Context: an optimization exercise on an open-source flow, tuned for small area. The choices shown serve that exercise and are no tape-out recipe. RTL that was checked went through simulation tests only; none was proved equivalent to the original. Function not checked in runs 1 and 2: the RTL went through the layout flow alone. Power figures rest on the tool's default switching activity, not on a simulated workload.

$ cat flow/config.mk
export PLATFORM = sky130hd
export DESIGN_NAME = axis_line_buffer
export DESIGN_NICKNAME = axis_line_buffer
export VERILOG_FILES = /design/flow/design.v
export SDC_FILE = /design/flow/constraint.sdc
export NUM_CORES = 4
export LEC_CHECK = 0
export CAP_MARGIN = 20
export CORE_MARGIN = 2
export CORE_UTILIZATION = 65
export SLEW_MARGIN = 20
$ cat flow/constraint.sdc
create_clock -name core_clock -period 5.0 [get_ports {clk}]
set_input_delay 1.0000 -clock core_clock [delete_from_list [all_inputs] [get_ports {clk}]]
set_output_delay 1.0000 -clock core_clock [all_outputs]
set_load 0.01 [all_outputs]
$ cat flow/design.v
module axis_line_buffer (
    input           clk,
    input           rst_n,
    input           config_pulse,
    input  [15:0]   config_width,
    input  [15:0]   config_height,
    output          done,
    input  [7:0]    s_axis_pix_tdata,
    input           s_axis_pix_tvalid,
    output          s_axis_pix_tready,
    output [71:0]   m_axis_win_tdata,
    output          m_axis_win_tvalid,
    input           m_axis_win_tready
    );
    reg             done_r;
    reg     [6:0]   wm_r;        
    reg     [7:0]   col_r;       
    reg     [15:0]  hrem_r;      
    reg     [1:0]   row_r;       
    assign  done = done_r;
    wire    win_valid = row_r[1] && (col_r != 8'd253) && (col_r != 8'd254);
    assign  s_axis_pix_tready = m_axis_win_tready || !win_valid;
    assign  m_axis_win_tvalid = win_valid && s_axis_pix_tvalid;
    wire    en       = s_axis_pix_tvalid && s_axis_pix_tready;
    wire    line_end = (col_r == {1'b0, wm_r});
    wire    last     = (hrem_r == 16'd1);
    always @(posedge clk) begin
        if (!rst_n) begin
            done_r  <= 1'b1;
        end
        else if (done_r) begin
            if (config_pulse)
                done_r <= 1'b0;
        end
        else if (en && line_end && last) begin
            done_r  <= 1'b1;
        end
    end
    always @(posedge clk) begin
        if (!rst_n || done_r)
            row_r   <= 2'b00;
        else if (en && line_end)
            row_r   <= {row_r[1] | row_r[0], 1'b1};
    end
    always @(posedge clk) begin
        if (done_r)
            wm_r    <= config_width[6:0] - 7'd4;
    end
    always @(posedge clk) begin
        if (done_r) begin
            col_r   <= 8'd253;
            hrem_r  <= config_height;
        end
        else if (en) begin
            if (line_end) begin
                col_r   <= 8'd253;
                hrem_r  <= hrem_r - 16'd1;
            end
            else begin
                col_r   <= col_r + 8'd1;
            end
        end
    end
    reg     [7:0]   s0_r, s1_r;      
    reg     [7:0]   a0_r, a1_r;      
    reg     [7:0]   b0_r, b1_r;      
    wire    [7:0]   d1, d2;          
    always @(posedge clk) begin
        if (en) begin
            s0_r <= s_axis_pix_tdata;
            s1_r <= s0_r;
            a0_r <= d1;
            a1_r <= a0_r;
            b0_r <= d2;
            b1_r <= b0_r;
        end
    end
    var_delay u_d1 (.clk(clk), .en(en), .sel(wm_r), .din(s1_r), .dout(d1));
    var_delay u_d2 (.clk(clk), .en(en), .sel(wm_r), .din(a1_r), .dout(d2));
    assign  m_axis_win_tdata = {s_axis_pix_tdata, s0_r, s1_r,
                                d1, a0_r, a1_r,
                                d2, b0_r, b1_r};
endmodule
module var_delay (
    input           clk,
    input           en,
    input   [6:0]   sel,
    input   [7:0]   din,
    output  [7:0]   dout
    );
    reg     [8*64-1:0]  s6_r;    
    reg     [8*32-1:0]  s5_r;    
    reg     [8*16-1:0]  s4_r;    
    reg     [8*8-1:0]   s3_r;    
    reg     [8*4-1:0]   s2_r;    
    reg     [8*2-1:0]   s1_r;    
    reg     [7:0]       s0_r;    
    reg     [7:0]       f0_r;    
    reg     [7:0]       f1_r;    
    wire    [7:0]   t6 = ~(sel[6] ? s6_r[8*64-1 -: 8] : din);    
    wire    [7:0]   t5 = ~(sel[5] ? s5_r[8*32-1 -: 8] : t6);     
    wire    [7:0]   t4 = ~(sel[4] ? s4_r[8*16-1 -: 8] : f0_r);   
    wire    [7:0]   t3 = ~(sel[3] ? s3_r[8*8-1  -: 8] : t4);     
    wire    [7:0]   t2 = ~(sel[2] ? s2_r[8*4-1  -: 8] : t3);     
    wire    [7:0]   t1 = ~(sel[1] ? s1_r[8*2-1  -: 8] : t2);     
    wire    [7:0]   t0 = ~(sel[0] ? s0_r              : t1);     
    always @(posedge clk) begin
        if (en) begin
            s6_r <= {s6_r[8*63-1:0], din};
            s5_r <= {s5_r[8*31-1:0], t6};
            f0_r <= t5;
            s4_r <= {s4_r[8*15-1:0], f0_r};
            s3_r <= {s3_r[8*7-1:0],  t4};
            s2_r <= {s2_r[8*3-1:0],  t3};
            s1_r <= {s1_r[8*1-1:0],  t2};
            s0_r <= t1;
            f1_r <= t0;
        end
    end
    assign  dout = ~f1_r;
endmodule
$ cat flow/flow/run.sh
#!/bin/bash
# Standard ORFS layout (the standard.sh) with two changes:
#  - clock tree synthesis with a chosen clock buffer and sink cluster size,
#    and no dummy loads,
#  - port buffers use the smallest buffer cell.
export CTS_ARGS="-sink_clustering_enable -repair_clock_nets -dont_use_dummy_load -buf_list sky130_fd_sc_hd__clkbuf_4 -sink_clustering_size 12 -sink_clustering_max_diameter 40"
export BUFFER_PORTS_ARGS="-buffer_cell sky130_fd_sc_hd__buf_1"
bash standard.sh finish > standard.log 2>&1
$ cat flow/standard.sh
#!/bin/bash
# synth_recipe.tcl (not shown) runs the flow's synth.tcl, then flattens the netlist and writes it again
# the make line also repeats each setting of config.mk as NAME=value (left out here)
make -C /OpenROAD-flow-scripts/flow DESIGN_CONFIG=/design/flow/config.mk WORK_HOME=/design/flow/orfs CLKGATE_MAP_FILE= SYNTH_SCRIPT=/design/flow/synth_recipe.tcl "${@:-finish}"
==> reports/metrics.yaml, run 1 <==
routing:
  firstDrtPassIters: 5
  wl_per_cell_um: 19.7
  viasPerCell: 5.51
  wl_um: 82100
  via_count: 23000
  drt_iter0_markers: 2129
  drc_errors: 0
  detail-route-antenna-nets: 0
global_route:
  grt_overflow: 0
  grt_pass1_wl_um: 125000
  grt_pass1_vias: 22200
  grt_antenna_before_repair: 3
  gr-usage-all-layers_pct: 15.7
  grt_max_degree: 155
placement:
  dpl.hpwl_um: 39000
  placedCellCount: 3947
  place_congestion: 0.723
  placed_area_um2: 69200
  portBuffers: 110
  post-place-ws_ns: 1.26
floorplanning:
  dieArea_um2: 105000
  core_area_um2: 102000
  dieHeight_um: 324
  ios: 120
  start_util_pct: 65.5
  rows: 117
  die_w_um: 324
clock_tree:
  cts_tree: "built"
  ctsHtreeMaxLevel: 4
  cts_inserted_buffers: 210
  post_cts_resized: 0
  clockRootBuffer: "clkbuf_4"
  insertion_delay_ns: 1.13
  cts.sinks: 2146
  path_clk_slew_ns: 0.10
  cts_buffer_depth: 3
final_layout:
  fin_cells: 4175
  nFillCells: 6091
  final_nets: 2853
  area_delta_synth_final_pct: 6.27
  drive_above_1_share_pct: 9.46
  fin_util_pct: 69.7
  final_area_um2: 70900
logic_synthesis:
  yosys.area_share.adder_pct: 0.113
  ys_ff_latch: 2146
  synthXorXnorAreaFrac_pct: 0.302
  syn_inst: 2456
  synth.area.mux_share_pct: 1.68
  yosys.area.top_type_share_pct: 96.1
  yosysTopAreaCell: "edfxtp_1"
  synth_area_leaders: "edfxtp_1, mux2i_1, dfxtp_1"
  ys_warn_count: 2
  synthSimpleGateAreaFrac_pct: 0.612
  synthesis.area_um2: 66700
  synth.avg_cell_area_um2: 27.2
  synth.distinct_cells: 46
  synth_seq_area_share_pct: 96.5
  syn_nets: 2507
  synth_top_family_by_area: "multiplexers"
  synth_compound_area_share_pct: 0.364
flow_run:
  max-cap-violations: 0
critical_path:
  reg2reg_setup_slack_ns: 1.41
  crit_required_ns: 4.00
  cpPeakStageDelay_ns: 0.52
  crit_chain: "inv_1 > ha_1 > or2_2 > a41o_4 > buf_1"
  cp-start-kind: "register"
  criticalPathCategory: "reg2out"
  crit_arrival_ns: 2.64
  crit_path_end_kind: "output pin"
  slowest_stage: "dfxtp_1"
  crit_fanout: 9
sta:
  tightest_slew_ns: 1.04
  hold_ws_ns: 0.179
  final-max-slew-violation-count: 0
  setup_violations: 0
  max_freq_mhz: 275
  relSlewSlack_pct: 30.1
  tns_ns: 0
  hold_viol_final: 0
  skew_ns: 0.0886
  grt_setup_unrepaired: "no"
  finalCriticalPeriod_ns: 3.64
  worst_slack_ns: 1.36
  min_period_over_period_pct: 72.8
power:
  finalPower_mw: 28.7
  p_leak_nw: 23.5
  peakVddDrop_mv: 0.248
  power_density_nw_per_um2: 405
outcome:
  outcome: "finished clean"
worst_hold_path:
  hp-class: "in2reg"
==> worst max-delay path: cells and delay by family (launching register included) <==
kind / cells / cell delay, ns
fa+ha+maj: 1 / 0.21
simple gates: 1 / 0.32
compound gates: 1 / 0.30
buf+inv: 2 / 0.22
flops: 1 / 0.52
==> logic make-up after synthesis <==
family / Yosys count
and+or+nand+nor: 76
DFF: 2146
xor gates and xnor gates: 23
muxes: 112
AOI/OAI and AO/OA: 37
buffers and inverters: 56
adders and majority gates: 6
==> routing by layer <==
layer / vias to the layer above / GRT usage [%] / wire length, um
met2: 430 / 20.9 / 34500
met4: 0 / 5.94 / 2180
met1: 11900 / 25.9 / 42100
met5: - / 0 / 0
li1: 10500 / - / -
met3: 193 / 3.40 / 3310
==> state kept, by name (all words and copies together), names as in the netlist, 16 cells and up <==
name,flops
u_d2.s1_r,16
u_d1.s1_r,16
u_d2.s6_r,512
hrem_r,16
u_d2.s4_r,128
u_d1.s5_r,256
u_d1.s6_r,512
u_d1.s4_r,128
u_d1.s3_r,64
u_d1.s2_r,32
u_d2.s2_r,32
u_d2.s5_r,256
u_d2.s3_r,64
==> synth_stat cells (all sizes together) <==
| cell type | count |
|---|---|
| edfxtp | 2135 |
| mux2i | 112 |
| nand2 | 30 |
| inv | 26 |
| buf | 24 |
| o21ai | 16 |
| nor2 | 15 |
| xnor2 | 15 |
| dfxtp | 11 |
| nor4 | 9 |
| xor2 | 8 |
| ha | 6 |
| clkbuf | 5 |
| nand3 | 5 |
| a21oi | 4 |
| nor3b | 4 |
| a31oi | 3 |
| nor3 | 3 |
| a41oi | 2 |
| and3 | 2 |
| nand2b | 2 |
| nand3b | 2 |
| o2bb2ai | 2 |
| o32ai | 2 |
| a211o | 1 |
| a211oi | 1 |
| a21o | 1 |
| a221oi | 1 |
| a311o | 1 |
| a32o | 1 |
| a41o | 1 |
| and4 | 1 |
| clkinv | 1 |
| nand4 | 1 |
| nor4b | 1 |
| o211ai | 1 |
| or2 | 1 |
==> final timing paths <==
path / from / end / cells after the start
max: col_r[0] / s_axis_pix_tready / 5
min: rst_n / done_r / 2
max reg2reg: col_r[0] / u_d2.s6_r[210] / 9
min reg2reg: u_d1.s6_r[393] / u_d1.s6_r[401] / 0
==> area by class of cell <==
| class | instances | area (um^2) | area share, % |
|---|---|---|---|
| well taps | 1368 | 1710 | 2.42 |
| flip-flops and latches | 2146 | 64300 | 90.8 |
| inverters | 27 | 105 | 0.148 |
| repair buffers | 163 | 1050 | 1.48 |
| clock buffers | 210 | 1580 | 2.22 |
| multi-input cells | 254 | 2070 | 2.92 |
| diodes | 7 | 17.5 | 0.0247 |
==> timing repair <==
item,CTS,global route
endpoints found under the hold margin,11,0
setup buffers,0,0
hold buffers,11,0
setup endpoints to repair,0,0
==> where the power goes <==
group / internal (mW) / leakage, nW / switching [mW]
Combinational: 0.176 / 1.55 / 0.539
Sequential: 21.0 / 21.0 / 0.356
Clock: 1.93 / 0.966 / 4.72
Total: 23.1 / 23.5 / 5.62
==> cell usage in the layout, fill, tap and decap left out, drive strengths merged, types with 3 or more instances in the layout <==
cell type / instances
dlygate4sd3: 11
a31oi: 3
nor2: 15
dfxtp: 11
a21oi: 4
nand2: 30
ha: 6
xor2: 8
nor4: 9
buf: 152
o21ai: 16
diode: 7
xnor2: 15
inv: 25
edfxtp: 2135
nand3: 5
nor3b: 4
nor3: 3
mux2i: 112
clkbuf: 210
==> inputs of run 2 (changes only) <==
==> flow/flow/run.sh (replaced) <==
#!/bin/bash
# Standard ORFS layout (the standard.sh) with two changes:
#  - clock tree synthesis: clkbuf_16 for the root and upper levels, a small
#    leaf buffer with a chosen sink cluster size, and no dummy loads,
#  - port buffers use the smallest buffer cell.
export CTS_ARGS="-sink_clustering_enable -repair_clock_nets -dont_use_dummy_load -root_buf sky130_fd_sc_hd__clkbuf_16 -tree_buf sky130_fd_sc_hd__clkbuf_16 -buf_list sky130_fd_sc_hd__clkbuf_4 -sink_clustering_buffer sky130_fd_sc_hd__clkbuf_4 -sink_clustering_size 12 -sink_clustering_max_diameter 30"
export BUFFER_PORTS_ARGS="-buffer_cell sky130_fd_sc_hd__buf_1"
bash standard.sh finish > standard.log 2>&1
--- a/flow/config.mk
+++ b/flow/config.mk
@@ -7,5 +7,6 @@
 export LEC_CHECK = 0
 export CAP_MARGIN = 20
 export CORE_MARGIN = 2
-export CORE_UTILIZATION = 65
+export CORE_UTILIZATION = 80
+export PLACE_DENSITY = 0.85
 export SLEW_MARGIN = 20
==> reports/metrics.yaml, run 2 <==
floorplanning:
  start_util_pct: 81.1  # +16 points
  rows: 105  # -10%
  die_w_um: 293  # -9.7%
  ios: 120  # unchanged
  dieHeight_um: 293  # -9.7%
logic_synthesis:
  yosysTopAreaCell: "edfxtp_1"
  yosys.area_share.adder_pct: 0.113  # unchanged
  synth_edf_count: 2135  # unchanged
  synth_top_family_by_area: "multiplexers"
  syn_nets: 2507  # unchanged
  synthTopCellsByCount: "edfxtp_1, mux2i_1, nand2_1"
  synth_area_leaders: "edfxtp_1, mux2i_1, dfxtp_1"
  synth.avg_cell_area_um2: 27.2  # unchanged
  yosys.area.top_type_share_pct: 96.1  # unchanged
  async_flop_share_pct: 0  # unchanged
  synth_compound_area_share_pct: 0.364  # unchanged
  synth.distinct_cells: 46  # unchanged
  synth_seq_area_share_pct: 96.5  # unchanged
  synthesis.area_um2: 66700  # unchanged
  synthSimpleGateAreaFrac_pct: 0.612  # unchanged
  ys_warn_count: 2  # unchanged
  synth.area.mux_share_pct: 1.68  # unchanged
  ys.flop_type: "edfxtp_1"
  ys_ff_latch: 2146  # unchanged
  synthXorXnorAreaFrac_pct: 0.302  # unchanged
  synth_most_common_cell: "edfxtp_1"
  syn_inst: 2456  # unchanged
clock_tree:
  clockRootBuffer: "clkbuf_16"
  cts_buffer_depth: 4  # +1
  cts_setup_buffers: 0  # unchanged
  cts_inserted_buffers: 277  # +32%
  ctsHtreeMaxLevel: 5  # +1
  hold_buffers: 0  # -11
  post_cts_resized: 0  # unchanged
  cts.sinks: 2146  # unchanged
placement:
  dpl.hpwl_um: 51400  # +32%
  portBuffers: 110  # unchanged
  placedCellCount: 3659  # -7.3%
  place_congestion: 0.808  # +12%
outcome:
  failing_step: "clock tree synthesis (4_1_cts)"
  error_line: "[ERROR DPL-0033] detailed placement checks failed during check placement."
  outcome: "stopped before the end"
-- run 2: cell counts after synthesis --
No cell type changed its count.
-- run 2: how the worst max path moves through the flow --
stage / to / slack [ns] / startpoint / depth (start not counted)
after floorplan: a0_r[0] / -28.76 / m_axis_win_tready / 4
after global placement: u_d2.s4_r[103] / 1.40 / m_axis_win_tready / 7
after detailed placement: u_d2.s6_r[459] / 1.19 / m_axis_win_tready / 7
-- run 2: cell families after synthesis --
| group | count (synthesis) |
|---|---|
| flip-flops | 2146 |
| multiplexers | 112 |
| AND/OR/NAND/NOR | 76 |
| buffers and inverters | 56 |
| AO/OA/AOI/OAI | 37 |
| XOR/XNOR | 23 |
| adder cells (fa/ha/maj) | 6 |
-- run 2: through the flow --
stage | instance area (um^2) | utilization, % | setup slack [ns] | hold WS, ns
after detailed placement | 68800 | 83.7 | 1.19 | 0.405
after floorplan | 66700 | - | -28.76 | 0.400
after global placement | 68800 | 83.7 | 1.40 | 0.401
-- run 2: power groups by stage --
stage | clock (mW) | sequential (mW) | combinational (mW)
after global placement | 0 | 21.7 | 0.683
after floorplan | 0 | 22.6 | 0.464
after detailed placement | 0 | 21.8 | 0.767
==> inputs of run 3 (changes only) <==
--- a/flow/design.v
+++ b/flow/design.v
@@ -97,7 +97,7 @@
     reg     [7:0]       s0_r;    
     reg     [7:0]       f0_r;    
     reg     [7:0]       f1_r;    
-    wire    [7:0]   t6 = ~(sel[6] ? s6_r[8*64-1 -: 8] : din);    
+    wire    [7:0]   t6 =  (sel[6] ? s6_r[8*64-1 -: 8] : din);    
     wire    [7:0]   t5 = ~(sel[5] ? s5_r[8*32-1 -: 8] : t6);     
     wire    [7:0]   t4 = ~(sel[4] ? s4_r[8*16-1 -: 8] : f0_r);   
     wire    [7:0]   t3 = ~(sel[3] ? s3_r[8*8-1  -: 8] : t4);     
@@ -117,5 +117,5 @@
             f1_r <= t0;
         end
     end
-    assign  dout = ~f1_r;
+    assign  dout = f1_r;
 endmodule
--- a/flow/config.mk
+++ b/flow/config.mk
@@ -7,6 +7,5 @@
 export LEC_CHECK = 0
 export CAP_MARGIN = 20
 export CORE_MARGIN = 2
-export CORE_UTILIZATION = 80
-export PLACE_DENSITY = 0.85
+export CORE_UTILIZATION = 70
 export SLEW_MARGIN = 20
==> reports/metrics.yaml, run 3 <==
outcome:
  outcome: "finished clean"
critical_path:
  crit_chain: "inv_1 > ha_1 > o211ai_1 > o21ai_2 > nand2_2 > clkinvlp_4 > buf_12 > o32ai_1 > a21oi_1"
  cp_num_cells: 9
  endpoint: "col_r[3]"
  reg2reg_to: "col_r[3]"
  crit_buf_inv: 3
  reg2reg_setup_slack_ns: 1.80
  critPathTopFamily: "buffers and inverters"
  criticalPathCategory: "reg2reg"
  slowest_stage: "clkinvlp_4"
  crit_path_end_kind: "register"
  crit_required_ns: 5.65
  cpPeakStageDelay_ns: 0.48
  rr_worst_depth: 9
  crit_arrival_ns: 3.86
  r2r_start: "col_r[0]"
  startpoint: "col_r[0]"
  crit_fanout: 187
  cp-start-kind: "register"
clock_tree:
  cts_setup_buffers: 0  # unchanged
  clockRootBuffer: "clkbuf_16"
  path_clk_slew_ns: 0.11
  cts_inserted_buffers: 319  # +15%
  hold_buffers: 0  # unchanged
  ctsHtreeMaxLevel: 5  # unchanged
  insertion_delay_ns: 0.82
  post_cts_resized: 0  # unchanged
  cts.sinks: 2146  # unchanged
  cts_buffer_depth: 4  # unchanged
  cts_tree: "built"
routing:
  via_count: 23700
  wl_um: 84800
  drt_iter0_markers: 2390
  viasPerCell: 5.72
  detail-route-antenna-nets: 0
  firstDrtPassIters: 7
  drc_errors: 0
  wl_per_cell_um: 20.5
floorplanning:
  core_area_um2: 94600
  rows: 113  # +7.6%
  start_util_pct: 70.4  # -11 points
  ios: 120  # unchanged
  dieArea_um2: 97700
  dieHeight_um: 312  # +6.8%
  die_w_um: 312  # +6.8%
final_layout:
  reg_top3: "u_d1.s6_r: 512 flops, u_d2.s6_r: 512 flops"
  antenna_cells: 0
  mostFrequentLayoutCells: "edfxtp_1, clkbuf_4, buf_1"
  final_nets: 2930
  final_area_um2: 72200
  drive_above_1_share_pct: 13.4
  layout_commonest_cell: "edfxtp_1"
  fin_util_pct: 76.3
  area_delta_synth_final_pct: 8.39
  nFillCells: 4941
power:
  power_density_nw_per_um2: 436
  swShare_pct: 19.3
  intPower_mw: 25.4
  p_sw_mw: 6.08
  clockPowerShare_pct: 29.8
  combinationalPowerShare_pct: 2.3
  finalPower_mw: 31.5
  pwr-share-seq_pct: 67.9
  p_leak_nw: 24.3
  peakVddDrop_mv: 0.329
placement:
  post-place-ws_ns: 1.40  # +0.203 ns
  portBuffers: 110  # unchanged
  placed_area_um2: 69000  # +0.17%
  place_congestion: 0.752  # -6.9%
  dpl.hpwl_um: 40200  # -22%
logic_synthesis:
  yosys.area.top_type_share_pct: 96.2  # about the same
  async_flop_share_pct: 0  # unchanged
  synth_area_leaders: "edfxtp_1, mux2i_1, dfxtp_1"
  synth_edf_count: 2135  # unchanged
  ys.flop_type: "edfxtp_1"
  yosysTopAreaCell: "edfxtp_1"
  synth_seq_area_share_pct: 96.6  # about the same
  synth.distinct_cells: 44  # -4.3%
  syn_inst: 2440  # -0.65%
  synth_most_common_cell: "edfxtp_1"
  ys_warn_count: 2  # unchanged
  synthTopCellsByCount: "edfxtp_1, mux2i_1, nand2_1"
  syn_nets: 2491  # -0.64%
  synthesis.area_um2: 66600  # about the same
  ys_ff_latch: 2146  # unchanged
  synth.avg_cell_area_um2: 27.3  # +0.56%
sta:
  hold_viol_final: 0
  min_period_over_period_pct: 64.0
  tightest_slew_ns: 1.01
  max_freq_mhz: 312
  final-max-slew-violation-count: 0
  skew_ns: 0.0671
  worst_slack_ns: 1.80
  grt_setup_unrepaired: "no"
  relSlewSlack_pct: 32.5
  setup_violations: 0
  finalCriticalPeriod_ns: 3.20
  tns_ns: 0
global_route:
  gr-usage-all-layers_pct: 17.7
  grt_antenna_before_repair: 4
  grt_pass1_vias: 23400
  grt_pass1_wl_um: 132000
  grt_overflow: 0
  grt_max_degree: 188
worst_hold_path:
  hp-class: "reg2reg"
flow_run:
  max-cap-violations: 0
## run 3: final cells by class
class,count,area [um^2],share of cell area (%)
multi-input combinational,253,2080,2.88
inverter,10,41.3,0.0572
tap,1265,1580,2.19
clock buffer,319,3250,4.51
timing repair buffer,149,922,1.28
sequential,2146,64300,89.1
## run 3: power by group through the flow
| stage | registers [mW] | clock network [mW] | logic, mW |
|---|---|---|---|
| floorplan | 22.6 | 0 | 0.448 |
| finish | 21.4 | 9.40 | 0.712 |
| global route | 21.5 | 10.6 | 0.788 |
| global placement | 21.7 | 0 | 0.693 |
| detailed placement | 21.8 | 0 | 0.732 |
| CTS | 21.4 | 9.88 | 0.726 |
## run 3: logic make-up (layout without fill, tap and decap cells)
group           count (synthesis)  in the layout  share of synthesized area (%)
xor+xnor                       23             23                          0.302
mux                           113            113                           1.73
compound gates                 39             39                          0.378
simple gates                   72             72                          0.578
fa+ha+maj                       6              6                          0.113
flops                        2146           2146                           96.6
buf+inv                        41            478                          0.334
## run 3: worst min-delay path by stage
stage | start | end | slack, ns | cells after the start
finish | u_d1.s6_r[376] | u_d1.s6_r[384] | 0.35 | 0
global route | s_axis_pix_tdata[3] | s0_r[3] | 0.32 | 1
CTS | s_axis_pix_tdata[3] | s0_r[3] | 0.32 | 1
detailed placement | u_d1.s2_r[7] | u_d1.s2_r[15] | 0.40 | 0
global placement | u_d1.s1_r[4] | u_d1.s1_r[12] | 0.40 | 0
floorplan | u_d1.s1_r[2] | u_d1.s1_r[10] | 0.40 | 0
## run 3: stage by stage
step / instances / hold WS [ns]
floorplan: 2440 / 0.400
global placement: 3823 / 0.401
detailed placement: 3823 / 0.405
CTS: 4142 / 0.317
global route: 4142 / 0.323
finish: 4142 / 0.353
## run 3: routing by layer
| metal | up-vias | track usage, % | part of all wire, % |
|---|---|---|---|
| met3 | 196 | 4.15 | 5.1 |
| met1 | 12100 | 30.3 | 51 |
| met2 | 665 | 22.5 | 41 |
| met4 | 0 | 7.11 | 2.3 |
| met5 | - | 0 | 0 |
| li1 | 10700 | - | - |
==> inputs of run 4 (changes only) <==
==> flow/flow/run.sh (replaced) <==
#!/bin/bash
# Standard ORFS layout (the standard.sh) with two changes:
#  - clock tree synthesis with small clock buffers, a chosen sink cluster
#    size, and no dummy loads,
#  - port buffers use the smallest buffer cell.
export CTS_ARGS="-sink_clustering_enable -repair_clock_nets -dont_use_dummy_load -buf_list sky130_fd_sc_hd__clkbuf_8 -sink_clustering_size 20 -sink_clustering_max_diameter 30"
export BUFFER_PORTS_ARGS="-buffer_cell sky130_fd_sc_hd__buf_1"
bash standard.sh finish > standard.log 2>&1
--- a/flow/config.mk
+++ b/flow/config.mk
@@ -7,5 +7,5 @@
 export LEC_CHECK = 0
 export CAP_MARGIN = 20
 export CORE_MARGIN = 2
-export CORE_UTILIZATION = 70
+export CORE_UTILIZATION = 65
 export SLEW_MARGIN = 20
==> reports/metrics.yaml, run 4 <==
floorplanning:
  start_util_pct: 65.5  # -5.0 points
  dieArea_um2: 105000  # +7.6%
  rows: 117  # +3.5%
  ios: 120  # unchanged
  die_w_um: 324  # +3.7%
  dieHeight_um: 324  # +3.7%
  core_area_um2: 102000  # +7.6%
logic_synthesis:
  synth_seq_area_share_pct: 96.6  # unchanged
  yosysTopAreaCell: "edfxtp_1"
  synthesis.area_um2: 66600  # unchanged
  ys_warn_count: 2  # unchanged
  syn_nets: 2491  # unchanged
  synthTopCellsByCount: "edfxtp_1, mux2i_1, nand2_1"
  yosys.area.top_type_share_pct: 96.2  # unchanged
  synth_edf_count: 2135  # unchanged
  async_flop_share_pct: 0  # unchanged
  synth.avg_cell_area_um2: 27.3  # unchanged
  ys_ff_latch: 2146  # unchanged
  ys.flop_type: "edfxtp_1"
  synth_area_leaders: "edfxtp_1, mux2i_1, dfxtp_1"
  syn_inst: 2440  # unchanged
  synth_most_common_cell: "edfxtp_1"
  synth.distinct_cells: 44  # unchanged
clock_tree:
  clockRootBuffer: "clkbuf_8"
  post_cts_resized: 0  # unchanged
  cts_buffer_depth: 4  # unchanged
  insertion_delay_ns: 0.93  # +0.11 ns
  path_clk_slew_ns: 0.06  # -0.05 ns
  ctsHtreeMaxLevel: 5  # unchanged
  cts_setup_buffers: 0  # unchanged
  cts_inserted_buffers: 339  # +6.3%
  cts.sinks: 2146  # unchanged
  cts_tree: "built"
  hold_buffers: 0  # unchanged
final_layout:
  layout_commonest_cell: "edfxtp_1"
  final_nets: 2943  # +0.44%
  area_delta_synth_final_pct: 10.6
  nFillCells: 5705  # +15%
  reg_top3: "u_d1.s6_r: 512 flops, u_d2.s6_r: 512 flops"
  drive_above_1_share_pct: 13.8  # +0.39 points
  mostFrequentLayoutCells: "edfxtp_1, clkbuf_8, buf_1"
  fin_util_pct: 72.4  # -4.0 points
sta:
  finalCriticalPeriod_ns: 3.55  # +0.353 ns
  final-max-slew-violation-count: 0  # unchanged
  min_period_over_period_pct: 71.1  # +7.1 points
  relSlewSlack_pct: 24.2  # -8.3 points
  setup_violations: 0  # unchanged
  grt_setup_unrepaired: "no"
  tns_ns: 0  # unchanged
  tightest_slew_ns: 1.14  # +0.125 ns
  max_freq_mhz: 281  # -9.9%
  hold_viol_final: 0  # unchanged
  skew_ns: 0.0794  # +0.0123 ns
  worst_slack_ns: 1.45  # -0.353 ns
  hold_ws_ns: 0.271  # -0.0825 ns
power:
  finalPower_mw: 33.6  # +6.8%
  power_density_nw_per_um2: 457  # +4.7%
  p_leak_nw: 24.8  # +2.2%
  peakVddDrop_mv: 0.304  # -7.7%
routing:
  detail-route-antenna-nets: 0  # unchanged
  wl_per_cell_um: 20.3  # -0.99%
  via_count: 23500  # -0.62%
  viasPerCell: 5.52  # -3.3%
  drt_iter0_markers: 2412  # +0.92%
  drc_errors: 0  # unchanged
  firstDrtPassIters: 5  # -2
  wl_um: 86400  # +1.8%
critical_path:
  crit_chain: "inv_1 > ha_1 > o211ai_1 > o21ai_2 > nand2_2 > clkinvlp_4 > buf_12 > buf_12"
  cpPeakStageDelay_ns: 0.64  # +0.16 ns
  crit_fanout: 183  # -2.1%
  cp_num_cells: 8  # -1
  rr_worst_depth: 8  # -1
  crit_arrival_ns: 3.99  # +0.13 ns
  criticalPathCategory: "reg2reg"
  crit_path_end_kind: "register"
  critPathTopFamily: "buffers and inverters"
  crit_required_ns: 5.43  # -0.22 ns
  cp-start-kind: "register"
  crit_buf_inv: 4  # +1
  cp_common_cell: "buf_12"
  slowest_stage: "clkinvlp_4"
placement:
  post-place-ws_ns: 1.24  # -0.154 ns
  dpl.hpwl_um: 39900  # -0.69%
  place_congestion: 0.733  # -2.5%
  portBuffers: 110  # unchanged
flow_run:
  max-cap-violations: 0  # unchanged
global_route:
  grt_pass1_wl_um: 132000  # +0.10%
  grt_pass1_vias: 23500  # +0.20%
  grt_max_degree: 198  # +5.3%
  gr-usage-all-layers_pct: 16.6  # -1.1 points
  grt_antenna_before_repair: 3  # -1
  grt_overflow: 0  # unchanged
outcome:
  outcome: "finished clean"
worst_hold_path:
  hp-class: "in2reg"
  whs_path_depth: 1  # +1
run 4: cell counts after synthesis:
No cell type changed its count.
run 4: worst reg2reg max path: stages, from the launching register on:
cell	delay, ns
dfxtp_1	0.48
inv_1	0.08
ha_1	0.21
o211ai_1	0.25
o21ai_2	0.11
nand2_2	0.24
clkinvlp_4	0.64
buf_12	0.48
buf_12	0.35
run 4: cells by family after synthesis:
group                    Yosys count  synth area share, %
multiplexers                     113                 1.73
AND/OR/NAND/NOR                   72                0.578
flip-flops                      2146                 96.6
AO/OA/AOI/OAI                     39                0.378
XOR/XNOR                          23                0.302
adder cells (fa/ha/maj)            6                0.113
buffers and inverters             41                0.334
run 4: path summary, 6_finish.rpt:
| kind | from | to | slack [ns] |
|---|---|---|---|
| worst max register to register | col_r[0] | u_d2.s6_r[210] | 1.45 |
| worst max-delay path | col_r[0] | u_d2.s6_r[210] | 1.45 |
| worst min register to register | u_d2.s6_r[388] | u_d2.s6_r[396] | 0.35 |
| worst min-delay path | s_axis_pix_tdata[0] | s0_r[0] | 0.27 |
run 4: through the flow:
step	std cells	instance area, um^2
floorplan	2440	66600
global placement	3919	69000
detailed placement	3919	69000
global route	4259	73600
CTS	4258	73600
finish	4259	73600
run 4: cell type report:
type	instances	area, um^2	area share [%]
diodes	1	2.50	0.00340
clock buffers	339	4670	6.34
inverters	10	41.3	0.0561
multi-input cells	253	2080	2.82
flip-flops and latches	2146	64300	87.4
well taps	1368	1710	2.32
repair buffers	142	816	1.11
run 4: metal layers:
metal / up-vias / track usage [%] / part of all wire, %
li1: 10600 / - / -
met1: 12200 / 27.8 / 52
met2: 587 / 20.9 / 41
met3: 147 / 4.64 / 5.4
met4: 0 / 6.42 / 1.9
met5: - / 0 / 0
run 4: report_power, final:
part           total (mW)  internal [mW]  switching, mW
clock                11.5           5.96           5.55
combinational       0.705          0.162          0.543
sequential           21.4           21.1          0.360
total                33.6           27.2           6.46
==> inputs of run 5 (changes only) <==
==> flow/flow/run.sh (replaced) <==
#!/bin/bash
# Standard ORFS layout (the standard.sh) with two changes:
#  - clock tree synthesis with small clock buffers, a chosen sink cluster
#    size, and no dummy loads,
#  - port buffers use the smallest buffer cell.
export CTS_ARGS="-sink_clustering_enable -repair_clock_nets -dont_use_dummy_load -buf_list sky130_fd_sc_hd__clkbuf_4 -sink_clustering_size 10 -sink_clustering_max_diameter 40"
export BUFFER_PORTS_ARGS="-buffer_cell sky130_fd_sc_hd__buf_1"
bash standard.sh finish > standard.log 2>&1
--- a/flow/config.mk
+++ b/flow/config.mk
@@ -7,5 +7,5 @@
 export LEC_CHECK = 0
 export CAP_MARGIN = 20
 export CORE_MARGIN = 2
-export CORE_UTILIZATION = 65
+export CORE_UTILIZATION = 70
 export SLEW_MARGIN = 20
==> reports/metrics.yaml, run 5 <==
floorplanning:
  dieHeight_um: 312  # -3.6%
  die_w_um: 312  # -3.6%
  rows: 113  # -3.4%
  start_util_pct: 70.4  # +5.0 points
  core_area_um2: 94600  # -7.0%
  ios: 120  # unchanged
  dieArea_um2: 97700  # -7.1%
routing:
  wl_per_cell_um: 20.5  # +1.1%
  via_count: 23200  # -1.4%
  drt_iter0_markers: 2320  # -3.8%
  firstDrtPassIters: 5  # unchanged
  drc_errors: 0  # unchanged
  wl_um: 83600  # -3.2%
  viasPerCell: 5.69  # +3.1%
  detail-route-antenna-nets: 0  # unchanged
critical_path:
  criticalPathCategory: "reg2out"
  crit_arrival_ns: 2.52  # -1.47 ns
  rr_worst_depth: 9  # +1
  slowest_stage: "dfxtp_1"
  cp-start-kind: "register"
  crit_fanout: 7  # -96%
  crit_chain: "inv_1 > ha_1 > o211ai_1 > o211a_1 > buf_1"
  crit_path_end_kind: "output pin"
  cpPeakStageDelay_ns: 0.49  # -0.15 ns
  crit_required_ns: 4.00  # -1.43 ns
sta:
  hold_viol_final: 0  # unchanged
  relSlewSlack_pct: 36.0  # +12 points
  max_freq_mhz: 284  # +0.94%
  final-max-slew-violation-count: 0  # unchanged
  skew_ns: 0.0718  # -0.00763 ns
  worst_slack_ns: 1.48  # +0.0330 ns
  finalCriticalPeriod_ns: 3.52  # -0.0330 ns
  tns_ns: 0  # unchanged
  grt_setup_unrepaired: "no"
  min_period_over_period_pct: 70.4  # -0.66 points
  tightest_slew_ns: 0.960  # -0.178 ns
  setup_violations: 0  # unchanged
logic_synthesis:
  synth.avg_cell_area_um2: 27.3  # unchanged
  yosys.area.top_type_share_pct: 96.2  # unchanged
  synthTopCellsByCount: "edfxtp_1, mux2i_1, nand2_1"
  synth_seq_area_share_pct: 96.6  # unchanged
  yosysTopAreaCell: "edfxtp_1"
  ys_warn_count: 2  # unchanged
  syn_nets: 2491  # unchanged
  synthXorXnorAreaFrac_pct: 0.302  # unchanged
  ys.flop_type: "edfxtp_1"
  synth.area.mux_share_pct: 1.73  # unchanged
  synth_edf_count: 2135  # unchanged
  synth.distinct_cells: 44  # unchanged
  synth_top_family_by_area: "multiplexers"
  synth_most_common_cell: "edfxtp_1"
  synth_area_leaders: "edfxtp_1, mux2i_1, dfxtp_1"
  syn_inst: 2440  # unchanged
  synth_compound_area_share_pct: 0.378  # unchanged
  ys_ff_latch: 2146  # unchanged
  synthesis.area_um2: 66600  # unchanged
  synthSimpleGateAreaFrac_pct: 0.578  # unchanged
  yosys.area_share.adder_pct: 0.113  # unchanged
  async_flop_share_pct: 0  # unchanged
clock_tree:
  cts_inserted_buffers: 238  # -30%
  insertion_delay_ns: 1.10  # +0.17 ns
  ctsHtreeMaxLevel: 4  # -1
  clockRootBuffer: "clkbuf_4"
  cts.sinks: 2146  # unchanged
  cts_buffer_depth: 3  # -1
  hold_buffers: 10  # +10
  cts_tree: "built"
  cts_setup_buffers: 0  # unchanged
  post_cts_resized: 0  # unchanged
  path_clk_slew_ns: 0.09  # +0.03 ns
power:
  peakVddDrop_mv: 0.273  # -9.9%
  p_leak_nw: 23.5  # -5.0%
  power_density_nw_per_um2: 410  # -10%
placement:
  placedCellCount: 3823  # -2.4%
  portBuffers: 110  # unchanged
  place_congestion: 0.752  # +2.5%
  dpl.hpwl_um: 40200  # +0.69%
  placed_area_um2: 69000  # about the same
  post-place-ws_ns: 1.40  # +0.154 ns
final_layout:
  nFillCells: 5064  # -11%
  mostFrequentLayoutCells: "edfxtp_1, clkbuf_4, buf_1"
  regArea_um2: 64300  # unchanged
  fin_cells: 4076  # -4.3%
  final_nets: 2859  # -2.9%
  multiInputGateArea_um2: 2080  # unchanged
  layout_commonest_cell: "edfxtp_1"
  drive_above_1_share_pct: 10.9  # -2.9 points
  fin_util_pct: 74.9  # +2.5 points
  final_area_um2: 70900  # -3.8%
  area_delta_synth_final_pct: 6.36
  reg_top3: "u_d1.s6_r: 512 flops, u_d2.s6_r: 512 flops"
global_route:
  grt_pass1_vias: 22600  # -3.6%
  grt_pass1_wl_um: 130000  # -1.9%
  grt_overflow: 0  # unchanged
  grt_max_degree: 188  # -5.1%
  gr-usage-all-layers_pct: 17.5  # +0.85 points
  grt_antenna_before_repair: 6  # +3
worst_hold_path:
  whs_path_depth: 1  # unchanged
  hp-class: "in2reg"
flow_run:
  max-cap-violations: 0  # unchanged
outcome:
  outcome: "finished clean"
run 5: cell counts after synthesis:
No cell type changed its count.
run 5: metal layers:
| metal | global-route usage (%) | up-vias | wire [um] | part of all wire [%] |
|---|---|---|---|---|
| li1 | - | 10500 | - | - |
| met2 | 22.4 | 621 | 34500 | 41 |
| met1 | 30.4 | 11900 | 42700 | 51 |
| met3 | 3.94 | 152 | 4630 | 5.5 |
| met5 | 0 | - | 0 | 0 |
| met4 | 5.74 | 0 | 1670 | 2.0 |
run 5: final cells by class:
type	count	share of cell area [%]
antenna	5	0.0177
clock buffer	238	2.52
inverter	10	0.0583
multi-input combinational	253	2.93
sequential	2146	90.8
tap	1265	2.23
timing repair buffer	159	1.44
run 5: stage by stage:
stage | power [mW] | hold WS (ns)
after global routing | 30.3 | 0.0630
after global placement | 22.4 | 0.401
after detailed placement | 22.5 | 0.405
after floorplan | 23.1 | 0.400
final | 29.1 | 0.168
after CTS | 29.5 | 0.00511
run 5: cell families after synthesis:
logic type / count (synthesis)
flops: 2146
mux: 113
simple gates: 72
buf+inv: 41
compound gates: 39
xor+xnor: 23
fa+ha+maj: 6
run 5: final timing paths:
kind / to / slack, ns / from
max: m_axis_win_tvalid / 1.48 / col_r[0]
min: s0_r[5] / 0.17 / s_axis_pix_tdata[5]
max reg2reg: col_r[3] / 1.84 / col_r[0]
min reg2reg: u_d1.s6_r[384] / 0.39 / u_d1.s6_r[376]
run 5: critical path: cells and delay by family (launching register included):
kind,cells,cell delay (ns)
AO/OA/AOI/OAI,2,0.50
adder cells (fa/ha/maj),1,0.22
buffers and inverters,2,0.24
flip-flops,1,0.49
run 5: power by group:
| group | internal (mW) | switching [mW] | total (mW) |
|---|---|---|---|
| logic | 0.175 | 0.542 | 0.717 |
| registers | 21.0 | 0.367 | 21.4 |
| clock network | 2.18 | 4.78 | 6.96 |
| total | 23.4 | 5.69 | 29.1 |
==> inputs of run 6 (changes only) <==
--- a/flow/config.mk
+++ b/flow/config.mk
@@ -5,7 +5,7 @@
 export SDC_FILE = /design/flow/constraint.sdc
 export NUM_CORES = 4
 export LEC_CHECK = 0
-export CAP_MARGIN = 20
+export CAP_MARGIN = 0
 export CORE_MARGIN = 2
-export CORE_UTILIZATION = 70
-export SLEW_MARGIN = 20
+export CORE_UTILIZATION = 65
+export SLEW_MARGIN = 0
==> reports/metrics.yaml, run 6 <==
critical_path:
  startpoint: "col_r[0]"
  rr_worst_depth: 8  # -1
  crit_arrival_ns: 4.17  # +1.65 ns
  crit_fanout: 183  # +176
  crit_path_end_kind: "register"
  criticalPathCategory: "reg2reg"
  crit_required_ns: 5.69  # +1.69 ns
  cp-start-kind: "register"
  r2r_start: "col_r[0]"
sta:
  tightest_slew_ns: 1.11  # +0.147 ns
  tns_ns: 0  # unchanged
  final-max-slew-violation-count: 0  # unchanged
  worst_slack_ns: 1.51  # +0.0339 ns
  grt_setup_unrepaired: "no"
  min_period_over_period_pct: 69.7  # -0.68 points
  hold_ws_ns: 0.218  # +0.0503 ns
  finalCriticalPeriod_ns: 3.49  # -0.0339 ns
  relSlewSlack_pct: 26.2  # -9.8 points
  hold_viol_final: 0  # unchanged
  setup_violations: 0  # unchanged
  max_freq_mhz: 287  # +0.97%
  skew_ns: 0.0589  # -0.0129 ns
logic_synthesis:
  synth_most_common_cell: "edfxtp_1"
  synth_edf_count: 2135  # unchanged
  yosysTopAreaCell: "edfxtp_1"
  syn_inst: 2440  # unchanged
  synthTopCellsByCount: "edfxtp_1, mux2i_1, nand2_1"
  async_flop_share_pct: 0  # unchanged
  syn_nets: 2491  # unchanged
  synth_seq_area_share_pct: 96.6  # unchanged
  synth.avg_cell_area_um2: 27.3  # unchanged
  ys.flop_type: "edfxtp_1"
  ys_ff_latch: 2146  # unchanged
  synth_area_leaders: "edfxtp_1, mux2i_1, dfxtp_1"
  synth.distinct_cells: 44  # unchanged
  yosys.area.top_type_share_pct: 96.2  # unchanged
  ys_warn_count: 2  # unchanged
  synthesis.area_um2: 66600  # unchanged
routing:
  wl_per_cell_um: 20.3  # -0.88%
  drt_iter0_markers: 2421  # +4.4%
  via_count: 23300  # +0.30%
  firstDrtPassIters: 4  # -1
  viasPerCell: 5.57  # -2.2%
  wl_um: 84900  # +1.7%
  drc_errors: 0  # unchanged
  detail-route-antenna-nets: 0  # unchanged
final_layout:
  final_nets: 2855  # -0.14%
  drive_above_1_share_pct: 10.6  # -0.27 points
  fin_util_pct: 69.7  # -5.2 points
  reg_top3: "u_d1.s6_r: 512 flops, u_d2.s6_r: 512 flops"
  final_area_um2: 70900  # about the same
  mostFrequentLayoutCells: "edfxtp_1, clkbuf_4, buf_1"
  layout_commonest_cell: "edfxtp_1"
  fin_cells: 4180  # +2.6%
  area_delta_synth_final_pct: 6.46  # about the same
flow_run:
  max-cap-violations: 0  # unchanged
clock_tree:
  cts_setup_buffers: 0  # unchanged
  cts.sinks: 2146  # unchanged
  insertion_delay_ns: 1.12  # +0.02 ns
  cts_tree: "built"
  cts_inserted_buffers: 237  # -0.42%
  cts_buffer_depth: 3  # unchanged
  clockRootBuffer: "clkbuf_4"
  path_clk_slew_ns: 0.10  # about the same
  ctsHtreeMaxLevel: 4  # unchanged
worst_hold_path:
  min_from: "config_height[3]"
  whs_path_depth: 3  # +2
  hp-class: "in2reg"
power:
  peakVddDrop_mv: 0.249  # -8.8%
  power_density_nw_per_um2: 410  # +0.11%
  p_leak_nw: 23.5  # -0.17%
  finalPower_mw: 29.1  # +0.21%
placement:
  placedCellCount: 3919  # +2.5%
  placed_area_um2: 69000  # about the same
  post-place-ws_ns: 1.24  # -0.154 ns
  dpl.hpwl_um: 39900  # -0.69%
  portBuffers: 110  # unchanged
  place_congestion: 0.733  # -2.5%
floorplanning:
  rows: 117  # +3.5%
  dieArea_um2: 105000  # +7.6%
  die_w_um: 324  # +3.7%
  start_util_pct: 65.5  # -5.0 points
  core_area_um2: 102000  # +7.6%
  ios: 120  # unchanged
  dieHeight_um: 324  # +3.7%
global_route:
  grt_antenna_before_repair: 4  # -2
  grt_pass1_vias: 22600  # -0.30%
  grt_overflow: 0  # unchanged
  grt_max_degree: 198  # +5.3%
  gr-usage-all-layers_pct: 16.4  # -1.0 points
  grt_pass1_wl_um: 131000  # +0.61%
outcome:
  outcome: "finished clean"
[run 6: cell counts after synthesis]
No cell type changed its count.
[run 6: worst max-delay path, stage by stage, from the launching register on]
cell and delay [ns]:
dfxtp_1 0.50, inv_1 0.08, ha_1 0.21, o211ai_1 0.25, o21ai_2 0.11, nand2_2 0.24, clkinvlp_4 0.64, buf_12 0.48
buf_12 0.30
[run 6: cell type report]
| type | instances | area [um^2] |
|---|---|---|
| flip-flops and latches | 2146 | 64300 |
| fillers | 6101 | 30800 |
| multi-input cells | 253 | 2080 |
| clock buffers | 237 | 1780 |
| well taps | 1368 | 1710 |
| repair buffers | 156 | 956 |
| inverters | 10 | 41.3 |
| diodes | 10 | 25.0 |
[run 6: kinds of logic (layout without fill, tap and decap cells)]
family	Yosys count	in the layout	synth area share [%]
multiplexers	113	113	1.73
buffers and inverters	41	403	0.334
AO/OA/AOI/OAI	39	39	0.378
flip-flops	2146	2146	96.6
XOR/XNOR	23	23	0.302
AND/OR/NAND/NOR	72	72	0.578
other	0	10	0
adder cells (fa/ha/maj)	6	6	0.113
[run 6: metal layers]
| layer | global-route usage (%) | vias to the layer above | wire, um | share of wire [%] |
|---|---|---|---|---|
| met2 | 20.8 | 511 | 34700 | 41 |
| met4 | 5.90 | 0 | 1950 | 2.3 |
| li1 | - | 10500 | - | - |
| met3 | 3.88 | 171 | 4290 | 5.0 |
| met1 | 28.2 | 12100 | 44000 | 52 |
| met5 | 0 | - | 0 | 0 |
[run 6: report_power, final]
group / total (mW) / internal [mW] / switching, mW / leakage [nW]
Sequential: 21.4 / 21.0 / 0.359 / 21.0
Combinational: 0.712 / 0.169 / 0.544 / 1.42
Clock: 7.03 / 2.17 / 4.86 / 1.09
Total: 29.1 / 23.3 / 5.76 / 23.5
[run 6: path summary, 6_finish.rpt]
check                           slack [ns]        endpoint
worst max register to register        1.51   u_d2.s6_r[84]
worst min register to register        0.39  u_d1.s6_r[152]
worst max-delay path                  1.51   u_d2.s6_r[84]
worst min-delay path                  0.22       hrem_r[3]
[run 6: timing repair]
item                      CTS  global route
hold buffers               14             0
gates resized for setup     0             0
hold endpoints to repair   14             0
==> inputs of run 7 (changes only) <==
--- a/flow/config.mk
+++ b/flow/config.mk
@@ -5,7 +5,7 @@
 export SDC_FILE = /design/flow/constraint.sdc
 export NUM_CORES = 4
 export LEC_CHECK = 0
-export CAP_MARGIN = 0
+export CAP_MARGIN = 5
 export CORE_MARGIN = 2
 export CORE_UTILIZATION = 65
-export SLEW_MARGIN = 0
+export SLEW_MARGIN = 5
==> reports/metrics.yaml, run 7 <==
logic_synthesis:
  synth_seq_area_share_pct: 96.6  # unchanged
  async_flop_share_pct: 0  # unchanged
  ys_ff_latch: 2146  # unchanged
  synth.avg_cell_area_um2: 27.3  # unchanged
  synth.area.mux_share_pct: 1.73  # unchanged
  synth_most_common_cell: "edfxtp_1"
  yosysTopAreaCell: "edfxtp_1"
  ys_warn_count: 2  # unchanged
  synthSimpleGateAreaFrac_pct: 0.578  # unchanged
  yosys.area.top_type_share_pct: 96.2  # unchanged
  syn_nets: 2491  # unchanged
  synth.distinct_cells: 44  # unchanged
  synth_area_leaders: "edfxtp_1, mux2i_1, dfxtp_1"
  syn_inst: 2440  # unchanged
  synth_top_family_by_area: "multiplexers"
  synthTopCellsByCount: "edfxtp_1, mux2i_1, nand2_1"
  ys.flop_type: "edfxtp_1"
  synth_edf_count: 2135  # unchanged
  synthesis.area_um2: 66600  # unchanged
  synth_compound_area_share_pct: 0.378  # unchanged
  yosys.area_share.adder_pct: 0.113  # unchanged
  synthXorXnorAreaFrac_pct: 0.302  # unchanged
clock_tree:
  cts_buffer_depth: 3  # unchanged
  post_cts_resized: 0  # unchanged
  ctsHtreeMaxLevel: 4  # unchanged
  clockRootBuffer: "clkbuf_4"
  path_clk_slew_ns: 0.10  # about the same
  cts.sinks: 2146  # unchanged
  insertion_delay_ns: 1.12  # about the same
  cts_inserted_buffers: 237  # unchanged
  cts_tree: "built"
routing:
  drc_errors: 0  # unchanged
  wl_um: 84900  # unchanged
  detail-route-antenna-nets: 0  # unchanged
  drt_iter0_markers: 2421  # unchanged
  via_count: 23300  # unchanged
  wl_per_cell_um: 20.3  # unchanged
  viasPerCell: 5.57  # unchanged
  firstDrtPassIters: 4  # unchanged
critical_path:
  crit_fanout: 183  # unchanged
  crit_chain: "inv_1 > ha_1 > o211ai_1 > o21ai_2 > nand2_2 > clkinvlp_4 > buf_12 > buf_12"
  cp-start-kind: "register"
  crit_path_end_kind: "register"
  crit_buf_inv: 4  # unchanged
  crit_required_ns: 5.69  # about the same
  crit_arrival_ns: 4.17  # about the same
  slowest_stage: "clkinvlp_4"
  criticalPathCategory: "reg2reg"
  cpPeakStageDelay_ns: 0.64  # about the same
  critPathTopFamily: "buffers and inverters"
  cp_common_cell: "buf_12"
floorplanning:
  rows: 117  # unchanged
  start_util_pct: 65.5  # unchanged
  dieHeight_um: 324  # unchanged
  die_w_um: 324  # unchanged
  dieArea_um2: 105000  # unchanged
  ios: 120  # unchanged
  core_area_um2: 102000  # unchanged
power:
  pwr-share-seq_pct: 73.4  # about the same
  swShare_pct: 19.8  # unchanged
  power_density_nw_per_um2: 410  # unchanged
  p_sw_mw: 5.76  # unchanged
  combinationalPowerShare_pct: 2.4  # about the same
  intPower_mw: 23.3  # unchanged
  p_leak_nw: 23.5  # unchanged
  peakVddDrop_mv: 0.249  # unchanged
  finalPower_mw: 29.1  # unchanged
  clockPowerShare_pct: 24.1  # about the same
final_layout:
  mostFrequentLayoutCells: "edfxtp_1, clkbuf_4, buf_1"
  layout_commonest_cell: "edfxtp_1"
  reg_top3: "u_d1.s6_r: 512 flops, u_d2.s6_r: 512 flops"
  drive_above_1_share_pct: 10.6  # unchanged
  final_nets: 2855  # unchanged
  area_delta_synth_final_pct: 6.46  # unchanged
global_route:
  gr-usage-all-layers_pct: 16.4  # unchanged
  grt_pass1_vias: 22600  # unchanged
  grt_overflow: 0  # unchanged
  grt_pass1_wl_um: 131000  # unchanged
  grt_antenna_before_repair: 4  # unchanged
  grt_max_degree: 198  # unchanged
sta:
  setup_violations: 0  # unchanged
  tightest_slew_ns: 1.11  # unchanged
  grt_setup_unrepaired: "no"
  min_period_over_period_pct: 69.7  # unchanged
  final-max-slew-violation-count: 0  # unchanged
  finalCriticalPeriod_ns: 3.49  # unchanged
  tns_ns: 0  # unchanged
  max_freq_mhz: 287  # unchanged
  relSlewSlack_pct: 26.2  # unchanged
  skew_ns: 0.0589  # unchanged
  hold_viol_final: 0  # unchanged
outcome:
  outcome: "finished clean"
placement:
  portBuffers: 110  # unchanged
  place_congestion: 0.733  # unchanged
  dpl.hpwl_um: 39900  # unchanged
worst_hold_path:
  hp-class: "in2reg"
flow_run:
  max-cap-violations: 0  # unchanged
[run 7: cell counts in the layout (fill, tap and decap cells not counted)]
Identical to the previous run, type by type.
[run 7: cells by family (layout without fill, tap and decap cells)]
family | after synthesis | in the layout
AOI/OAI and AO/OA | 39 | 39
xor gates and xnor gates | 23 | 23
adders and majority gates | 6 | 6
buffers and inverters | 41 | 403
DFF | 2146 | 2146
muxes | 113 | 113
other | 0 | 10
and+or+nand+nor | 72 | 72
[run 7: final timing paths]
check,from,end,slack [ns],cells after the start
setup / recovery,col_r[0],u_d2.s6_r[84],1.51,8
hold reg to reg,u_d1.s6_r[144],u_d1.s6_r[152],0.39,0
setup reg to reg,col_r[0],u_d2.s6_r[84],1.51,8
hold / removal,config_height[3],hrem_r[3],0.22,3
[run 7: timing repair]
item	CTS	global route
endpoints found under the hold margin	14	0
setup buffers	0	0
hold buffers	14	0
[run 7: power groups by stage]
stage | sequential [mW] | combinational [mW] | clock, mW
floorplan | 22.6 | 0.448 | 0
global placement | 21.7 | 0.695 | 0
detailed placement | 21.8 | 0.725 | 0
CTS | 21.4 | 0.730 | 7.50
global route | 21.5 | 0.792 | 8.15
finish | 21.4 | 0.712 | 7.03
[run 7: layout make-up]
cell class	count	area (um^2)
Antenna cell	10	25.0
Clock buffer	237	1780
Fill cell	6101	30800
Inverter	10	41.3
Multi-Input combinational cell	253	2080
Sequential cell	2146	64300
Tap cell	1368	1710
Timing Repair Buffer	156	956
[run 7: routing by layer]
| metal | track usage [%] | routed length [um] |
|---|---|---|
| met1 | 28.2 | 44000 |
| met2 | 20.8 | 34700 |
| met3 | 3.88 | 4290 |
| met4 | 5.90 | 1950 |
| met5 | 0 | 0 |
[run 7: metrics by stage]
stage / utilization (%) / std cells / setup WS [ns] / area [um^2] / hold WS [ns]
floorplan: - / 2440 / -28.55 / 66600 / 0.400
global placement: 67.8 / 3919 / 1.36 / 69000 / 0.401
detailed placement: 67.8 / 3919 / 1.24 / 69000 / 0.405
CTS: 69.7 / 4170 / 1.35 / 70900 / 0.0196
global route: 69.7 / 4180 / 1.22 / 70900 / 0.0369
finish: 69.7 / 4180 / 1.51 / 70900 / 0.218
[run 7: worst reg2reg max path, stage by stage (launching register included)]
cell and delay, ns:
dfxtp_1 0.50, inv_1 0.09, ha_1 0.21, o211ai_1 0.25, o21ai_2 0.11, nand2_2 0.24, clkinvlp_4 0.64, buf_12 0.49
buf_12 0.35
==> inputs of run 8 (changes only) <==
--- a/flow/config.mk
+++ b/flow/config.mk
@@ -5,7 +5,7 @@
 export SDC_FILE = /design/flow/constraint.sdc
 export NUM_CORES = 4
 export LEC_CHECK = 0
-export CAP_MARGIN = 5
+export CAP_MARGIN = 20
 export CORE_MARGIN = 2
 export CORE_UTILIZATION = 65
-export SLEW_MARGIN = 5
+export SLEW_MARGIN = 20
==> reports/metrics.yaml, run 8 <==
outcome:
  outcome: "finished clean"
global_route:
  grt_pass1_vias: 22600  # unchanged
  grt_pass1_wl_um: 131000  # unchanged
  grt_max_degree: 198  # unchanged
  gr-usage-all-layers_pct: 16.4  # unchanged
  grt_overflow: 0  # unchanged
  grt_antenna_before_repair: 4  # unchanged
placement:
  dpl.hpwl_um: 39900  # unchanged
  portBuffers: 110  # unchanged
  place_congestion: 0.733  # unchanged
routing:
  wl_um: 84900  # unchanged
  viasPerCell: 5.57  # unchanged
  wl_per_cell_um: 20.3  # unchanged
  via_count: 23300  # unchanged
  firstDrtPassIters: 4  # unchanged
  detail-route-antenna-nets: 0  # unchanged
  drt_iter0_markers: 2421  # unchanged
  drc_errors: 0  # unchanged
clock_tree:
  ctsHtreeMaxLevel: 4  # unchanged
  post_cts_resized: 0  # unchanged
  cts.sinks: 2146  # unchanged
  cts_buffer_depth: 3  # unchanged
  cts_setup_buffers: 0  # unchanged
  insertion_delay_ns: 1.12  # about the same
  hold_buffers: 14  # unchanged
  path_clk_slew_ns: 0.10  # about the same
  cts_tree: "built"
  clockRootBuffer: "clkbuf_4"
  cts_inserted_buffers: 237  # unchanged
logic_synthesis:
  syn_nets: 2491  # unchanged
  ys.flop_type: "edfxtp_1"
  synth.distinct_cells: 44  # unchanged
  syn_inst: 2440  # unchanged
  synth_most_common_cell: "edfxtp_1"
  synth_area_leaders: "edfxtp_1, mux2i_1, dfxtp_1"
  synth_edf_count: 2135  # unchanged
  ys_ff_latch: 2146  # unchanged
  yosysTopAreaCell: "edfxtp_1"
  synthTopCellsByCount: "edfxtp_1, mux2i_1, nand2_1"
  synth_seq_area_share_pct: 96.6  # unchanged
  async_flop_share_pct: 0  # unchanged
  synth.avg_cell_area_um2: 27.3  # unchanged
  ys_warn_count: 2  # unchanged
  synthesis.area_um2: 66600  # unchanged
  yosys.area.top_type_share_pct: 96.2  # unchanged
final_layout:
  nFillCells: 6101  # unchanged
  regArea_um2: 64300  # unchanged
  mostFrequentLayoutCells: "edfxtp_1, clkbuf_4, buf_1"
  final_nets: 2855  # unchanged
  area_delta_synth_final_pct: 6.46  # unchanged
  reg_top3: "u_d1.s6_r: 512 flops, u_d2.s6_r: 512 flops"
  layout_commonest_cell: "edfxtp_1"
  drive_above_1_share_pct: 10.6  # unchanged
  multiInputGateArea_um2: 2080  # unchanged
power:
  combinationalPowerShare_pct: 2.4  # about the same
  p_leak_nw: 23.5  # unchanged
  power_density_nw_per_um2: 410  # unchanged
  pwr-share-seq_pct: 73.4  # about the same
  p_sw_mw: 5.76  # unchanged
  clockPowerShare_pct: 24.1  # about the same
  swShare_pct: 19.8  # unchanged
  intPower_mw: 23.3  # unchanged
  peakVddDrop_mv: 0.249  # unchanged
critical_path:
  r2r_start: "col_r[0]"
  reg2reg_setup_slack_ns: 1.51  # about the same
  crit_path_end_kind: "register"
  rr_worst_depth: 8  # unchanged
  criticalPathCategory: "reg2reg"
  reg2reg_to: "u_d2.s6_r[84]"
  crit_arrival_ns: 4.17  # about the same
  crit_fanout: 183  # unchanged
  cp-start-kind: "register"
  crit_required_ns: 5.69  # about the same
floorplanning:
  dieHeight_um: 324  # unchanged
  dieArea_um2: 105000  # unchanged
  core_area_um2: 102000  # unchanged
  start_util_pct: 65.5  # unchanged
  die_w_um: 324  # unchanged
  ios: 120  # unchanged
  rows: 117  # unchanged
sta:
  skew_ns: 0.0589  # unchanged
  tns_ns: 0  # unchanged
  finalCriticalPeriod_ns: 3.49  # unchanged
  relSlewSlack_pct: 26.2  # unchanged
  grt_setup_unrepaired: "no"
  max_freq_mhz: 287  # unchanged
  min_period_over_period_pct: 69.7  # unchanged
  tightest_slew_ns: 1.11  # unchanged
  hold_viol_final: 0  # unchanged
  setup_violations: 0  # unchanged
  final-max-slew-violation-count: 0  # unchanged
  hold_ws_ns: 0.218  # unchanged
worst_hold_path:
  hp-class: "in2reg"
  min_delay_worst_endpoint: "hrem_r[3]"
  whs_path_depth: 3  # unchanged
  min_from: "config_height[3]"
flow_run:
  max-cap-violations: 0  # unchanged
==> run 8: layout make-up <==
class | instances | share of cell area [%]
tap | 1368 | 2.41
antenna | 10 | 0.0353
multi-input combinational | 253 | 2.93
sequential | 2146 | 90.7
clock buffer | 237 | 2.51
timing repair buffer | 156 | 1.35
inverter | 10 | 0.0582
==> run 8: layer usage <==
metal  vias up  wire length, um  GRT usage [%]
li1      10500                -              -
met3       171             4290           3.88
met5         -                0              0
met1     12100            44000           28.2
met2       511            34700           20.8
met4         0             1950           5.90
==> run 8: per-stage QoR <==
stage | cells | cell area (um^2) | power (mW) | utilization (%) | worst slack [ns]
2_1_floorplan | 2440 | 66600 | 23.1 | - | -28.55
3_3_place_gp | 3919 | 69000 | 22.4 | 67.8 | 1.36
3_5_place_dp | 3919 | 69000 | 22.5 | 67.8 | 1.24
4_1_cts | 4170 | 70900 | 29.6 | 69.7 | 1.35
5_1_grt | 4180 | 70900 | 30.4 | 69.7 | 1.22
6_report | 4180 | 70900 | 29.1 | 69.7 | 1.51
==> run 8: cell families (layout without fill, tap and decap cells) <==
| group | count (synthesis) | count (layout) | synth area share [%] |
|---|---|---|---|
| flops | 2146 | 2146 | 96.6 |
| other cells | 0 | 10 | 0 |
| compound gates | 39 | 39 | 0.378 |
| xor+xnor | 23 | 23 | 0.302 |
| simple gates | 72 | 72 | 0.578 |
| mux | 113 | 113 | 1.73 |
| buf+inv | 41 | 403 | 0.334 |
| fa+ha+maj | 6 | 6 | 0.113 |
==> run 8: worst max path at each step <==
stage	from	end	slack (ns)	cells after the start
floorplan	m_axis_win_tready	a0_r[0]	-28.55	4
global placement	m_axis_win_tready	u_d2.s6_r[148]	1.36	7
detailed placement	m_axis_win_tready	u_d2.s6_r[148]	1.24	7
CTS	col_r[0]	m_axis_win_tvalid	1.35	5
global route	col_r[0]	m_axis_win_tvalid	1.22	5
finish	col_r[0]	u_d2.s6_r[84]	1.51	8
==> run 8: power by group through the flow <==
stage | clock network, mW | logic, mW | registers [mW]
global placement | 0 | 0.695 | 21.7
floorplan | 0 | 0.448 | 22.6
CTS | 7.50 | 0.730 | 21.4
finish | 7.03 | 0.712 | 21.4
global route | 8.15 | 0.792 | 21.5
detailed placement | 0 | 0.725 | 21.8
==> run 8: critical path, stage by stage (launching register included) <==
cell and delay [ns]:
dfxtp_1 0.50, inv_1 0.08, ha_1 0.21, o211ai_1 0.25, o21ai_2 0.11, nand2_2 0.24, clkinvlp_4 0.64, buf_12 0.48
buf_12 0.30
==> inputs of run 9 (changes only) <==
==> flow/flow/run.sh (replaced) <==
#!/bin/bash
# Standard ORFS layout (the standard.sh) with two changes:
#  - clock tree synthesis with small clock buffers, a chosen sink cluster
#    size, and no dummy loads,
#  - port buffers use the smallest buffer cell.
export CTS_ARGS="-sink_clustering_enable -repair_clock_nets -dont_use_dummy_load -buf_list sky130_fd_sc_hd__clkbuf_4 -sink_clustering_size 11 -sink_clustering_max_diameter 40"
export BUFFER_PORTS_ARGS="-buffer_cell sky130_fd_sc_hd__buf_1"
bash standard.sh finish > standard.log 2>&1
==> reports/metrics.yaml, run 9 <==
logic_synthesis:
  ys.flop_type: "edfxtp_1"
  synth_most_common_cell: "edfxtp_1"
  synth.avg_cell_area_um2: 27.3  # unchanged
  ys_warn_count: 2  # unchanged
  yosys.area.top_type_share_pct: 96.2  # unchanged
  synthTopCellsByCount: "edfxtp_1, mux2i_1, nand2_1"
  synth_edf_count: 2135  # unchanged
  syn_nets: 2491  # unchanged
  synth.distinct_cells: 44  # unchanged
sta:
  skew_ns: 0.0708  # +0.0119 ns
  tns_ns: 0  # unchanged
  relSlewSlack_pct: 28.1  # +1.8 points
clock_tree:
  cts_buffer_depth: 3  # unchanged
  path_clk_slew_ns: 0.11  # about the same
  clockRootBuffer: "clkbuf_4"
  cts_inserted_buffers: 222  # -6.3%
  post_cts_resized: 0  # unchanged
  ctsHtreeMaxLevel: 4  # unchanged
  insertion_delay_ns: 1.13  # about the same
final_layout:
  final_nets: 2836  # -0.67%
  final_area_um2: 70800  # -0.22%
  reg_top3: "u_d1.s6_r: 512 flops, u_d2.s6_r: 512 flops"
  mostFrequentLayoutCells: "edfxtp_1, clkbuf_4, buf_1"
  drive_above_1_share_pct: 10.1  # -0.47 points
worst_hold_path:
  min_from: "config_width[2]"
  hp-class: "in2reg"
  min_delay_worst_endpoint: "wm_r[2]"
critical_path:
  rr_worst_depth: 6  # -2
  crit_path_end_kind: "register"
  criticalPathCategory: "reg2reg"
  crit_fanout: 183  # unchanged
  crit_arrival_ns: 4.24  # +0.07 ns
placement:
  dpl.hpwl_um: 39900  # unchanged
  place_congestion: 0.733  # unchanged
  portBuffers: 110  # unchanged
power:
  intPower_mw: 23.2  # -0.58%
  combinationalPowerShare_pct: 2.5  # about the same
  clockPowerShare_pct: 23.6  # -0.5 points
  peakVddDrop_mv: 0.253  # +1.3%
  swShare_pct: 19.7  # -0.083 points
routing:
  via_count: 23200  # -0.51%
  wl_per_cell_um: 20.4  # +0.19%
  detail-route-antenna-nets: 0  # unchanged
  drc_errors: 0  # unchanged
  viasPerCell: 5.56  # about the same
global_route:
  grt_max_degree: 198  # unchanged
flow_run:
  max-cap-violations: 0  # unchanged
outcome:
  outcome: "finished clean"
floorplanning:
  start_util_pct: 65.5  # unchanged
## run 9: changes by cell type in the layout (fill, tap and decap cells not counted)
cell	delta
dlygate4sd3_1	-4
clkbuf_4	-15
## run 9: repair_timing
item	in CTS	in global routing
endpoints found under the hold margin	10	0
endpoints found under the setup margin	0	0
hold buffers	10	0
## run 9: area by class of cell
cell class                      count  area (um^2)
Timing Repair Buffer              152          916
Multi-Input combinational cell    253         2080
Inverter                           10         41.3
Sequential cell                  2146        64300
Tap cell                         1368         1710
Clock buffer                      222         1670
Antenna cell                       10         25.0
Fill cell                        6135        31000
## run 9: power groups by stage
stage	clock (mW)	sequential, mW	combinational, mW
global placement	0	21.7	0.695
CTS	7.28	21.4	0.728
detailed placement	0	21.8	0.725
finish	6.83	21.4	0.711
floorplan	0	22.6	0.448
global route	7.89	21.5	0.789
## run 9: logic make-up (layout without fill, tap and decap cells)
family                   Yosys count  after routing  share of synthesized area (%)
AO/OA/AOI/OAI                     39             39                          0.378
XOR/XNOR                          23             23                          0.302
adder cells (fa/ha/maj)            6              6                          0.113
buffers and inverters             41            384                          0.334
flip-flops                      2146           2146                           96.6
multiplexers                     113            113                           1.73
other                              0             10                              0
AND/OR/NAND/NOR                   72             72                          0.578
## run 9: worst max-delay path by stage
stage | startpoint | to | slack, ns | cells after the start
2_1_floorplan | m_axis_win_tready | a0_r[0] | -28.55 | 4
3_3_place_gp | m_axis_win_tready | u_d2.s6_r[148] | 1.36 | 7
3_5_place_dp | m_axis_win_tready | u_d2.s6_r[148] | 1.24 | 7
4_1_cts | col_r[0] | m_axis_win_tvalid | 1.40 | 5
5_1_grt | col_r[2] | u_d2.s6_r[414] | 1.19 | 6
6_report | col_r[2] | u_d2.s6_r[76] | 1.47 | 6
## run 9: per-stage QoR
stage               utilization, %  power (mW)  hold slack [ns]  setup WS [ns]
CTS                           69.5        29.4           0.0172           1.40
floorplan                        -        23.1            0.400         -28.55
detailed placement            67.8        22.5            0.405           1.24
global placement              67.8        22.4            0.401           1.36
finish                        69.6        28.9            0.199           1.47
global route                  69.6        30.2           0.0453           1.19
## run 9: per-layer routing
layer | wire length (um) | part of all wire (%) | track usage [%]
met5 | 0 | 0 | 0
met3 | 4300 | 5.1 | 3.82
met4 | 1980 | 2.3 | 5.82
met2 | 34100 | 40 | 20.7
met1 | 44400 | 52 | 27.6
## run 9: worst max-delay path, stage by stage (launching register included)
cell and delay [ns]:
dfxtp_1 0.53, nand4_1 0.28, o21ai_2 0.26, nand2_2 0.21, clkinvlp_4 0.55, buf_12 0.42, buf_12 0.58

Setup slack of run 9, layout unchanged: 1.468 ns with ideal ports, 1.468 ns with driving cells assumed (clock clkbuf_16, inputs buf_2), 1.260 ns with port delays also shifted by the 1.156 ns mid clock arrival.
